Context: an optimization exercise on an open-source flow, tuned for small area, a short achievable clock period and few clock cycles per item. The choices shown serve that exercise and are no tape-out recipe. RTL that was checked went through simulation tests only; none was proved equivalent to the original. Power figures rest on the tool's default switching activity, not on a simulated workload.

## run 1
// bin2BCD
module bin2BCD(
    input           clk,
    input           rst,
    input           en,
    input   [11:0]  bin_d_in,
    output  [15:0]  bcd_d_out,
    output          rdy
    );
Size: about 210 cells after synthesis, ~32 I/O pins.
clock: 5.0 ns
lec_check: 0
abc_area: 1
cap_margin: 20
core_margin: 2
core_utilization: 40
slew_margin: 20
run.sh (not shown) runs the stock make flow with config.mk's settings and CLKGATE_MAP_FILE= SYNTH_SCRIPT=/design/flow/synth_recipe.tcl, a recipe that flattens the netlist after the stock synthesis.
Edits applied to the flow inputs when going from run 1 to run 2:
==> flow/flow/run.sh (new file) <==
#!/bin/bash
# Standard ORFS layout, with the smallest buffer (buf_1) as the port buffer.
set -euo pipefail
export BUFFER_PORTS_ARGS="-buffer_cell sky130_fd_sc_hd__buf_1"
bash standard.sh finish > flow_make.log 2>&1
==> flow/standard.sh (new file) <==
#!/bin/bash
# synth_recipe.tcl (not shown) runs the flow's synth.tcl, then flattens the netlist and writes it again
# the make line also repeats each setting of config.mk as NAME=value (left out here)
make -C /OpenROAD-flow-scripts/flow DESIGN_CONFIG=/design/flow/config.mk WORK_HOME=/design/flow/orfs CLKGATE_MAP_FILE= SYNTH_SCRIPT=/design/flow/synth_recipe.tcl "${@:-finish}"
removed: flow/run.sh
--- outcome ---
Delta (run 2 minus run 1): global-route met1 utilization increased 1.7 points; relative contribution of the clock network to total power increased 1.4 points; final design instance area without fill decreased 11%. When the final numbers for run 1 and run 2 were put side by side, the part of the power in combinational logic turned out to be greater in run 1. Run 2 ends up with a worst setup slack that is 0.41 ns higher than in run 1.
Input changes introduced in run 3 (baseline for comparison: run 2):
==> flow/flow/run.sh <==
#!/bin/bash
# Standard ORFS layout with two changes: the port buffers are buf_1, and
# synthesis maps the logic with the ABC script in flow/abc_area.script (a variant of ORFS's area script)
# (a copy of ORFS's scripts folder with only that file replaced).
set -euo pipefail
export BUFFER_PORTS_ARGS="-buffer_cell sky130_fd_sc_hd__buf_1"
rm -rf scripts_mod
cp -r "$FLOW_HOME/scripts" scripts_mod
cp flow/abc_area.script scripts_mod/abc_area.script
bash standard.sh SCRIPTS_DIR="$PWD/scripts_mod" synth > flow_synth.log 2>&1
bash standard.sh finish > flow_make.log 2>&1
==> flow/flow/abc_area.script (new file) <==
strash
dch
if -K 4
mfs -W 8
strash
dch
map -B 0.9
topo
stime -c
buffer -c
upsize -c
dnsize -c
Run 3 completed end to end with timing, DRC and antenna clean.
Post-synthesis instance area is lower on run 3
A leading cell type in the layout, fill and taps excluded of sky130_fd_sc_hd__nand2_1 is what run 3 shows, while sky130_fd_sc_hd__inv_1 belongs to run 2.
Compared with run 2, in run 3 area used by multi-input combinational logic lower, cell area after layout lower.
Function was not checked in any run of this note: the RTL went through the layout flow alone.

========
bin2BCD, a different RTL version from the one above (not shown whole).
Size: roughly 16 flip-flops, roughly 1300 um^2 of cells after synthesis.
Settings: LEC_CHECK=0, ABC_AREA=1, CAP_MARGIN=20, CORE_MARGIN=2, CORE_UTILIZATION=40, CTS_CLUSTER_DIAMETER=200, CTS_CLUSTER_SIZE=40, SLEW_MARGIN=20; clock period 5.0 ns.
standard.sh (not shown) runs the stock make flow with config.mk's settings and CLKGATE_MAP_FILE= SYNTH_SCRIPT=/design/flow/synth_recipe.tcl, a recipe that flattens the netlist after the stock synthesis.
==> flow/flow/run.sh <==
#!/bin/bash
# Standard ORFS layout, with the smallest buffer (buf_1) as the port buffer.
set -euo pipefail
export BUFFER_PORTS_ARGS="-buffer_cell sky130_fd_sc_hd__buf_1"
bash standard.sh finish > flow_make.log 2>&1
Testbench counts at the start, summed over its fixed seeds: cycles 8,000, items 4,000.
Change:
==> flow/flow/run.sh (replaced) <==
#!/bin/bash
# Standard ORFS layout with two changes: the port buffers are buf_1, and
# synthesis maps the logic with the ABC script in flow/abc_area.script (a variant of ORFS's area script)
# (a copy of ORFS's scripts folder with only that file replaced).
set -euo pipefail
export BUFFER_PORTS_ARGS="-buffer_cell sky130_fd_sc_hd__buf_1"
rm -rf scripts_mod
cp -r "$FLOW_HOME/scripts" scripts_mod
cp flow/abc_area.script scripts_mod/abc_area.script
bash standard.sh SCRIPTS_DIR="$PWD/scripts_mod" synth > flow_synth.log 2>&1
bash standard.sh finish > flow_make.log 2>&1
==> flow/flow/abc_area.script (new file) <==
strash
dch
if -K 4
mfs -W 8
strash
dch
map -B 0.9
topo
stime -c
buffer -c
upsize -c
dnsize -c
CORE_UTILIZATION = 70   (was 40)
CTS_CLUSTER_DIAMETER = default   (was 200)
CTS_CLUSTER_SIZE = default   (was 40)
What happened: The changed run produced a clean layout. Final area decreases by 8.7%. Utilization increases by 33 points. Via count increases by 1.0%. Wire length increases by 1.4%. Sequential share of layout area increases by 2.0 points. Hold slack stays flat. Clock power increases by about 0.7%. Count of clock-buffer cells in the layout does not change.
Change:
CORE_UTILIZATION = 40   (was 70)
PLACE_DENSITY = 0.7   (was default)
=> Routed wire length rises by 2.0%. First-iteration DRC count rises by 11%. Maximum frequency falls by 0.66%. Hold slack barely changes. Area after synthesis is unchanged. Power falls by 1.0%. Non-clock buffer count stays the same.
Change:
CORE_UTILIZATION = 55   (was 40)
PLACE_DENSITY = default   (was 0.7)
Sequential share of layout area goes up by 0.33 points.
Worst setup slack gets worse by 0.013 ns.
Global-route usage climbs by 6.2 points.

==> what the ideal ports hide <==
How much do the figures lean on ideal ports? The routed layouts below were timed once more, with nothing changed but the port constraints. Step 1 sets driving cells, clkbuf_16 on the clock port and buf_2 on the other inputs (assumed; they add their load-dependent delay and slew). Step 2 times the ports against the registers' clock, not the clock port: input delays grow and output delays shrink by t, the midpoint of the rising clock arrivals with the driver on. Three values: no drivers, after step 1, after step 2; two values: the first two.
run	shift t [ns]	setup WS [ns]	worst setup path after step 2
run 1	0.289	1.245 / 1.225 / 1.515	register to output
run 2	0.286	1.660 / 1.640 / 1.927	register to output
run 3	0.284	1.745 / 1.726 / 2.010	register to output
the first run of note 2	0.298	2.033 / 2.035 / 1.736	input to register
the second run of note 2	0.298	2.099 / 2.082 / 1.794	input to register
the third run of note 2	0.301	2.080 / 2.080 / 1.779	input to register
the fourth run of note 2	0.291	2.067 / 2.045 / 1.799	input to register
After both steps every run listed still meets setup and hold. For the second run of note 2, which loses most, drivers alone change the setup slack by -0.017 ns; drivers and shift together by -0.305 ns.
